From an optimization exercise on the open Yosys and OpenROAD flow, aimed at small area, a short achievable clock period and few clock cycles per item; shortcuts taken in it are not production practice.
Only simulation tests tie the RTL to the original design; equivalence was not proved.

--- flow/config.mk ---
export PLATFORM = sky130hd
export DESIGN_NAME = logarithm
export DESIGN_NICKNAME = logarithm
export VERILOG_FILES = /design/flow/design.v
export SDC_FILE = /design/flow/constraint.sdc
export NUM_CORES = 4
export LEC_CHECK = 0
export CAP_MARGIN = 20
export CORE_MARGIN = 2
export CORE_UTILIZATION = 40
export SLEW_MARGIN = 20
--- flow/constraint.sdc ---
create_clock -name core_clock -period 9.0 [get_ports {clk}]
set_input_delay 1.8000 -clock core_clock [delete_from_list [all_inputs] [get_ports {clk}]]
set_output_delay 1.8000 -clock core_clock [all_outputs]
set_load 0.01 [all_outputs]
--- flow/design.v ---
module logarithm #(
	parameter n = 16,
	parameter m = 24,
	parameter k = 5 ,
	parameter p = 24
) (
	input        clk  ,  
	input        reset,  
	input        start,
	input  [0:n] x    ,
	output [1:p] y    ,
	output reg   done
);
	reg [2:0] current_state;
	reg [2:0] next_state   ;
	wire      z_gt2        ;
	wire      i_positive   ;
	reg [2:0] sel_z        ;
	reg       load_z       ;
	reg       sel_i        ;
	reg       load_i       ;
	reg       shift_y      ;
	reg  [  m+1:0] z           ;
	wire [  m+1:0] trunc_square;
	wire [  m+1:0] trunc_div   ;
	wire [  m+1:0] z_input     ;
	reg  [  k-1:0] i           ;
	wire [  k-1:0] i_input     ;
	wire [  k-1:0] i_minus_1   ;
	reg  [    1:p] yy          ;
	wire [    m:0] mult_in     ;
	wire [2*m+1:0] mult_out    ;
	assign z_input = (sel_z == 2'd00) ?  {1'b0, x, {(m-n){1'd0}}} :
	(sel_z == 2'd01) ? 	trunc_square :
	trunc_div;
	assign mult_in     = z[m:0];
	assign mult_out     = mult_in * mult_in;
	assign trunc_square = mult_out[2*m+1:m];
	assign trunc_div    = {1'd0, z[m+1:1]};
	always @(posedge clk or negedge reset) begin : proc_z
		if(~reset) begin
			z <= 0;
		end else begin
			if (load_z == 1'b1)
				z <= z_input;
		end
	end
	assign i_input = sel_i ? i_minus_1 : p;
	assign i_minus_1 = i - 1;
	wire [15:0] binary_p = p;
	always @(posedge clk or negedge reset) begin : proc_i
		if(~reset) begin
			i <= 0;
		end else begin
			if (load_i == 1'b1)
				i <= i_input;
		end
	end
	always @(posedge clk or negedge reset) begin : proc_yy
		if(~reset) begin
			yy <= 0;
		end else begin
			if (shift_y == 1'b1)
				yy <= {yy[2:p], z[m+1]};
		end
	end
	always @(posedge clk or negedge reset) begin : proc_current_state
		if(~reset) begin
			current_state <= 0;
		end else begin
			current_state <= next_state;
		end
	end
	assign i_positive = i ? 1 : 0;
	assign z_gt2 = z[m+1];
	assign y = yy;
	always @(*) begin
		next_state = current_state;
		case (current_state)
			3'd0 : begin
				if (~start)
					next_state = 3'd1;
			end
			3'd1 : begin
				if (start)
					next_state = 3'd2;
			end
			3'd2 : begin
				next_state = 3'd3;
			end
			3'd3 : begin
				next_state = 3'd4;
			end
			3'd4 : begin
				if (z_gt2)
					next_state = 3'd5;
				else
					next_state = 3'd6;
			end
			3'd5 : begin
				next_state = 3'd6;
			end
			3'd6 : begin
				if (i_positive)
					next_state = 3'd3;
				else
					next_state = 3'd0;
			end
			default : next_state = 3'd0;
		endcase
	end
	always @(*) begin
		case (current_state)
			3'd0, 3'd1: begin
				sel_z   = 2'b00;
				load_z  = 1'b0;
				sel_i   = 1'b0;
				load_i  = 1'b0;
				shift_y = 1'b0;
				done    = 1'b1;
			end
			3'd2 : begin
				sel_z   = 2'b00;
				load_z  = 1'b1;
				sel_i   = 1'b0;
				load_i  = 1'b1;
				shift_y = 1'b0;
				done    = 1'b0;
			end
			3'd3 : begin
				sel_z   = 2'b01;
				load_z  = 1'b1;
				sel_i   = 1'b1;
				load_i  = 1'b1;
				shift_y = 1'b0;
				done    = 1'b0;
			end
			3'd4 : begin
				sel_z   = 2'b00;
				load_z  = 1'b0;
				sel_i   = 1'b0;
				load_i  = 1'b0;
				shift_y = 1'b1;
				done    = 1'b0;
			end
			3'd5 : begin
				sel_z   = 2'b10;
				load_z  = 1'b1;
				sel_i   = 1'b0;
				load_i  = 1'b0;
				shift_y = 1'b0;
				done    = 1'b0;
			end
			3'd6 : begin
				sel_z   = 2'b00;
				load_z  = 1'b0;
				sel_i   = 1'b0;
				load_i  = 1'b0;
				shift_y = 1'b0;
				done    = 1'b0;
			end
			default : begin
				sel_z   = 2'b00;
				load_z  = 1'b0;
				sel_i   = 1'b0;
				load_i  = 1'b0;
				shift_y = 1'b0;
				done    = 1'b0;
			end
		endcase
	end
endmodule
--- flow/run.sh ---
#!/bin/bash
# synth_recipe.tcl (not shown) runs the flow's synth.tcl, then flattens the netlist and writes it again
# the make line also repeats each setting of config.mk as NAME=value (left out here)
make -C /OpenROAD-flow-scripts/flow DESIGN_CONFIG=/design/flow/config.mk WORK_HOME=/design/flow/orfs CLKGATE_MAP_FILE= SYNTH_SCRIPT=/design/flow/synth_recipe.tcl finish
==> results of run 1 <==
final cells by class:
cell class | count | area share, %
multi-input cells | 1459 | 73.6
clock buffers | 9 | 1.02
flip-flops and latches | 58 | 6.59
repair buffers | 72 | 2.93
clock inverters | 6 | 0.375
well taps | 680 | 3.86
inverters | 679 | 11.6
cells by family (layout without fill, tap and decap cells):
group | Yosys count | in the layout | share of synthesized area (%)
AO/OA/AOI/OAI | 220 | 220 | 6.89
XOR/XNOR | 35 | 35 | 1.49
adder cells (fa/ha/maj) | 655 | 655 | 56.8
buffers and inverters | 775 | 766 | 14.1
flip-flops | 58 | 58 | 7.05
multiplexers | 32 | 32 | 1.71
AND/OR/NAND/NOR | 517 | 517 | 11.9
cells in the final DEF, fill, tap and decap left out, drive strengths merged, types with 7 or more instances in the layout:
cell type,netlist,routed
dfrtp,58,58
ha,190,190
mux2i,7,7
a21oi,71,71
and2,122,122
xnor2,19,19
xor2,16,16
o21ai,37,37
o22ai,9,9
fa,465,465
a221oi,9,9
and3,8,8
nand2b,8,8
buf,6,29
nand3,19,19
nor2,65,65
mux2,25,25
clkdlybuf4s50,0,43
inv,679,679
nor3,10,10
o211ai,8,8
nand4,12,12
a31oi,16,16
o21bai,12,12
a21o,21,21
nand2,239,239
clkbuf,90,9
nor2b,15,15
registers in the layout, summed over array words and instances, names as in the netlist:
| name | count |
|---|---|
| yy | 24 |
| i | 5 |
| z | 26 |
| current_state | 3 |
worst min path at each step:
stage / slack [ns] / endpoint / depth (start not counted) / startpoint
2_1_floorplan: 0.44 / i[4] / 1 / i[4]
3_3_place_gp: 0.45 / i[4] / 1 / i[4]
3_5_place_dp: 0.47 / i[4] / 1 / i[4]
4_1_cts: 0.47 / i[4] / 1 / i[4]
5_1_grt: 0.49 / i[4] / 1 / i[4]
6_report: 0.47 / i[3] / 1 / i[3]
Yosys cell counts, types with 6 or more instances:
cell,n
a21o_1,21
o211ai_1,8
a221oi_1,8
clkbuf_1,90
nand3_1,19
a21oi_1,71
nand4_1,12
nor2_1,65
ha_1,190
o21bai_1,12
mux2i_1,7
o22ai_1,9
dfrtp_1,58
xnor2_1,19
and2_1,121
a31oi_1,15
nor2b_1,15
o21ai_1,6
nand2b_1,8
and3_1,7
fa_1,465
nand2_1,239
xor2_1,16
inv_1,679
nor3_1,9
mux2_2,25
o21ai_0,30
per-stage QoR:
step	cell area (um^2)
2_1_floorplan	20600
3_3_place_gp	21700
3_5_place_dp	21700
4_1_cts	22000
5_1_grt	22000
6_report	22000
routing by layer:
layer	track usage, %	routed length, um	vias up	part of all wire, %
li1	-	-	6751	-
met1	27.4	22000	7545	41
met2	37.1	26700	458	50
met3	1.84	2800	96	5.3
met4	5.56	1470	2	2.8
met5	0	12	-	0.023
critical path: cells and delay by family (launching register included):
kind                     cells  cell delay, ns
AO/OA/AOI/OAI                5            1.23
XOR/XNOR                     1            0.15
adder cells (fa/ha/maj)      8            3.51
buffers and inverters        5            0.71
flip-flops                   1            1.09
AND/OR/NAND/NOR              4            1.19
==> results.txt, run 1 <==
NumNets Final: 2,954
Synthesized area per cell: 8.98 um^2
Dpl cells: 2,948
Die ar.: 53,300 um^2
1st-iter DRT viols: 855
Least-Margin Pin Slew: 1.15 ns
Synthesized cell area: 20,600 um^2
Postcts setup bufs: 0
Sum Neg Setup Slack: 0 ns
Skew-Pair Late Insertion Delay: 0.33 ns
CP max-delay cell: dfrtp_1
Total CTS buffers: 9
Fmax: 125 MHz
P&R area growth vs syn: 7.03%
DR pass1 iterations: 5
Syn nets: 2,967
GR Util All Layers: 20.9%
WP data arrival: 8.26 ns
Data required time of the worst path: 9.25 ns
Root buffer cell: clkbuf_16
Vias/cell: 5.01
First-pass GRT wire length: 88,000 um
Drt wl/cell: 17.9 um
Port-buffer cells: 44
Slew Viols, Final: 0
Initial antenna violation count: 1
Critical path endpoint category: flop
Min Clock Period, post-route: 8.01 ns
Worst reg-to-reg setup slack: 0.99 ns
RR Startpoint: z[9]
Hold_buf cts: 0
Ys flop type: dfrtp_1
Initial core utilization: 40.3%
Fillers: 5,026
Grt ovf: 0
CP cell instances: inv_1 > nor2_1 > inv_1 > fa_1 > inv_1 > fa_1 > fa_1 > ha_1 > inv_1 > fa_1 > inv_1 > fa_1 > fa_1 > ha_1 > and3_1 > and4_1 > a32o_2 > nor4_1 > o31ai_2 > a31oi_1 > o211ai_1 > xnor2_1 > a21oi_1
Synth top area share: 45.2%
Final Util: 43.1%
Worst min path class: flop to flop
Worst-case clock skew: 0.00595 ns
CP Max Fanout: 24
Critical path class: flop to flop
Footprint of the multi-input gates: 16,200 um^2
EDFF count, synth: 0
Drt total wl: 53,000 um
Synth area leaders: fa_1 (45%), inv_1 (12%), ha_1 (12%)
Core area: 51,100 um^2
Mapped Cells: 2,292
Ys Warns: 1
Final WS setup: 0.995 ns
Antenna fix cells: 0
Critical Path End: z[22]
Hold_ws: 0.470 ns
Post-place setup slack: 1.11 ns
RSZ-0062 raised after global routing: false
Status: no timing/DRC/antenna violations
Register area: 1450 um^2
H-Tree Depth: 3
CTS resizes: 0
FP Rows: 83
Most frequent CP cell: fa_1
Final HPWL from detailed placement: 44,100 um
Via count: 14,852
Post-DRT Antenna Nets: 0
Worst stage delay on the critical path: 1.09 ns
CTS tree: yes
Cell Count, Final, Fillers Out: 2,963
Fin crit share: 88.9%
RePlAce Congestion: 0.918
Cell variety after synth: 64
Vias in the first global route: 16,532
Reg-to-Reg End: z[22]
Pin count of the biggest net entering global routing: 59
Final Hold Viols: 0
CP Launch Type: flop
Setup violators final: 0
R2r worst-path depth: 23
Maxcap violations: 0
Relative slew slack: 23.3%
Ports: 45
# DRC: 0
Critical Path Start: z[9]
Clock Path Buffers: 2
Die height: 231 um
Die W: 231 um
Yosys reg bits: 58
Clock Sink Count: 58
Async SR Flop Fraction: 100%
Yosys top cell by area: fa_1
Layout cells sized above 1: 3.68%
Clock transition at path regs: 0.05 ns
Seq/Total Area, Yosys: 7.05%
Testbench counts, summed over its fixed seeds: cycles 139,586, items 1,600.
==> inputs of run 2 (changes only) <==
==> flow/design.v (replaced) <==
module logarithm #(
	parameter n = 16,
	parameter m = 24,
	parameter k = 5 ,
	parameter p = 24
) (
	input        clk  ,  
	input        reset,  
	input        start,
	input  [0:n] x    ,
	output [1:p] y    ,
	output       done
);
	reg  [23:0] f;
	reg  [24:0] r;           
	wire [47:0] sq = f * f;
	wire [25:0] s  = {2'b00, sq[47:24]} + {1'b0, f, 1'b0};
	wire        b  = s[25] | s[24];
	wire [23:0] fn = b ? {s[25], s[23:1]} : s[23:0];
	always @(posedge clk)
		f <= r[24] ? {x[1:n], {(m-n){1'b0}}} : fn;
	always @(posedge clk or negedge reset) begin
		if (~reset)
			r[24] <= 1'b1;
		else if (start | ~r[24])
			r[24] <= start ? 1'b0 : r[23];
	end
	always @(posedge clk) begin
		if (start | ~r[24])
			r[23:0] <= start ? 24'd1 : {r[22:0], b & x[0]};
	end
	assign done = r[24];
	assign y    = r[23:0];
endmodule
==> run 2 against run 1 <==
Maximum frequency decreased by 9.3%. Worst setup slack worse by 0.82 ns. Utilization up 6.0 points. Synthesized cell count fell by 12%. Global-route usage up 0.051 points. Sequential share of layout area down 0.87 points. Highest routed layer is now met4.
==> results.txt, run 2 <==
CP max-delay cell: fa_1 (was dfrtp_1)
Critical path endpoint category: flop (unchanged)
Yosys top cell by area: fa_1 (unchanged)
Dpl cells: 2,782 (was 2,948)
Layout cells sized above 1: 17.6% (was 3.68%)
Least-Margin Pin Slew: 0.895 ns (was 1.15 ns)
Worst stage delay on the critical path: 0.54 ns (was 1.09 ns)
P&R area growth vs syn: 20.5% (was 7.03%)
Grt ovf: 0 (unchanged)
RSZ-0062 raised after global routing: true (was false)
Worst-case clock skew: 0.00870 ns (was 0.00595 ns)
Async SR Flop Fraction: 2.04% (was 100%)
Die ar.: 48,200 um^2 (was 53,300 um^2)
First-pass GRT wire length: 78,500 um (was 88,000 um)
CP Launch Type: flop (unchanged)
WP data arrival: 9.04 ns (was 8.26 ns)
Clock Path Buffers: 2 (unchanged)
Fmax: 113 MHz (was 125 MHz)
Fin crit share: 98.1% (was 88.9%)
Hold_ws: 0.534 ns (was 0.470 ns)
Ys flop type: edfxtp_1 (was dfrtp_1)
Critical path class: flop to flop (unchanged)
Relative slew slack: 40.2% (was 23.3%)
Min Clock Period, post-route: 8.83 ns (was 8.01 ns)
EDFF count, synth: 24 (was 0)
Drt total wl: 48,700 um (was 53,000 um)
Pin count of the biggest net entering global routing: 44 (was 59)
Initial antenna violation count: 1 (unchanged)
Total CTS buffers: 5 (was 9)
Status: no timing/DRC/antenna violations (unchanged)
Drt wl/cell: 17.2 um (was 17.9 um)
Cell variety after synth: 62 (was 64)
Setup violators final: 0 (unchanged)
GR Util All Layers: 21.0% (was 20.9%)
Worst min path class: flop to flop (unchanged)
Synthesized area per cell: 9.22 um^2 (was 8.98 um^2)
Root buffer cell: clkbuf_16 (unchanged)
Max FFs per register: 25 (was 26)
FP Rows: 78 (was 83)
Most common cell after layout, fill and taps aside: inv_1 (unchanged)
CTS tree: yes (unchanged)
Antenna fix cells: 0 (unchanged)
Via count: 13,992 (was 14,852)
Skew-Pair Late Insertion Delay: 0.29 ns (was 0.33 ns)
Vias in the first global route: 15,313 (was 16,532)
Synth cell count leaders: inv_1 (573), fa_1 (423), ha_1 (195) (was inv_1 (679), fa_1 (465), nand2_1 (239))
Initial core utilization: 40.8% (was 40.3%)
NumNets Final: 2,863 (was 2,954)
Port-buffer cells: 44 (unchanged)
Final HPWL from detailed placement: 40,800 um (was 44,100 um)
Post-DRT Antenna Nets: 0 (unchanged)
Top reg by flops: r (was z)
DR pass1 iterations: 5 (unchanged)
Syn nets: 2,653 (was 2,967)
# DRC: 0 (unchanged)
Synth area leaders: fa_1 (46%), ha_1 (13%), inv_1 (12%) (was fa_1 (45%), inv_1 (12%), ha_1 (12%))
1st-iter DRT viols: 765 (was 855)
Synthesized cell area: 18,600 um^2 (was 20,600 um^2)
CP Max Fanout: 6 (was 24)
Sum Neg Setup Slack: 0 ns (unchanged)
Ports: 45 (unchanged)
Mapped Cells: 2,015 (was 2,292)
Final Hold Viols: 0 (unchanged)
Seq/Total Area, Yosys: 6.61% (was 7.05%)
Die W: 220 um (was 231 um)
Cell Count, Final, Fillers Out: 2,826 (was 2,963)
Synth top area share: 45.6% (was 45.2%)
Clock Sink Count: 49 (was 58)
Vias/cell: 4.95 (was 5.01)
Ys Warns: 1 (unchanged)
Yosys reg bits: 49 (was 58)
Data required time of the worst path: 9.21 ns (was 9.25 ns)
Core area: 45,600 um^2 (was 51,100 um^2)
Most frequent cells in the layout: inv_1 (561), fa_1 (412), buf_4 (190) (was inv_1 (679), fa_1 (465), nand2_1 (239))
Clock transition at path regs: 0.07 ns (was 0.05 ns)
Most frequent cell after synthesis: inv_1 (unchanged)
Slew Viols, Final: 0 (unchanged)
Top flop regs: r (25), f (24) (was z (26), yy (24), i (5))
Maxcap violations: 0 (unchanged)
H-Tree Depth: 2 (was 3)
Die height: 220 um (was 231 um)
RePlAce Congestion: 0.906 (was 0.918)
run 2: layout make-up:
class	count	area [um^2]
flip-flops and latches	49	1280
repair buffers	272	2420
multi-input cells	1324	15600
clock buffers	5	125
well taps	600	751
clock inverters	3	68.8
fillers	4278	23200
inverters	573	2150
run 2: repair_timing:
item | in CTS | in global routing
setup buffers | 2 | 35
endpoints found under the setup margin | 25 | 25
hold buffers | 0 | 0
resized for setup | 30 | 180
pin swaps | 12 | 103
run 2: metrics by stage:
step | utilization (%) | setup WS, ns | area [um^2]
after floorplan | - | 0.00299 | 18600
after global placement | 46.3 | -0.190 | 21100
after detailed placement | 46.3 | -0.200 | 21100
after CTS | 47.0 | 0.00948 | 21400
after global routing | 49.1 | -0.140 | 22400
final | 49.1 | 0.170 | 22400
run 2: routing by layer:
metal | track usage, % | up-vias | wire length (um)
li1 | - | 6464 | -
met4 | 4.89 | 0 | 1210
met2 | 38.8 | 305 | 25600
met1 | 26.2 | 7157 | 20000
met3 | 2.17 | 66 | 2010
met5 | 0 | - | 0
run 2: worst max-delay path: cells and delay by family (launching register included):
family / cells / cell delay, ns
fa+ha+maj: 9 / 4.05
compound gates: 13 / 2.77
simple gates: 6 / 1.16
buf+inv: 9 / 0.43
flops: 1 / 0.34
run 2: logic make-up after synthesis:
family,synth area share [%]
buf+inv,13.0
compound gates,7.28
flops,6.61
xor+xnor,2.17
mux,0.175
fa+ha+maj,58.7
simple gates,12.0
run 2: worst paths after layout:
| kind | from | end | slack (ns) | cells after the start |
|---|---|---|---|---|
| max | f[5] | f[18] | 0.17 | 37 |
| min | r[23] | r[24] | 0.53 | 2 |
| max reg2reg | f[5] | f[18] | 0.17 | 37 |
| min reg2reg | r[23] | r[24] | 0.53 | 2 |
| max in group asynchronous | reset | r[24] | 7.18 | 1 |
| min in group asynchronous | reset | r[24] | 1.80 | 1 |
Testbench counts of run 2, summed over its fixed seeds: cycles 41,600, items 1,600.

## afterwards: timing with drivers on the ports
Ports are ideal in the flow. The routed layouts listed here were re-timed in OpenROAD.
Step 1 (the two cells are an assumption about what drives the block):
set clk [get_ports {clk}]
set_driving_cell -lib_cell sky130_fd_sc_hd__clkbuf_16 $clk
set_driving_cell -lib_cell sky130_fd_sc_hd__buf_2 [delete_from_list [all_inputs] $clk]
Step 2, shift: input delay + t, output delay - t, t = (earliest + latest rising clock arrival at the registers) / 2. This alone moves slack from input paths to output paths.
a / b / c = no drivers / after step 1 / after step 2; a / b = the first two.
run	t, ns	setup WS [ns]	hold WS [ns]	worst setup path at the end
run 1	0.367	0.995 / 0.995 / 0.995	0.470 / 0.470 / 0.470	register to register
run 2	0.323	0.170 / 0.170 / 0.170	0.534 / 0.534 / 0.534	register to register
After both steps every run listed still meets setup and hold.
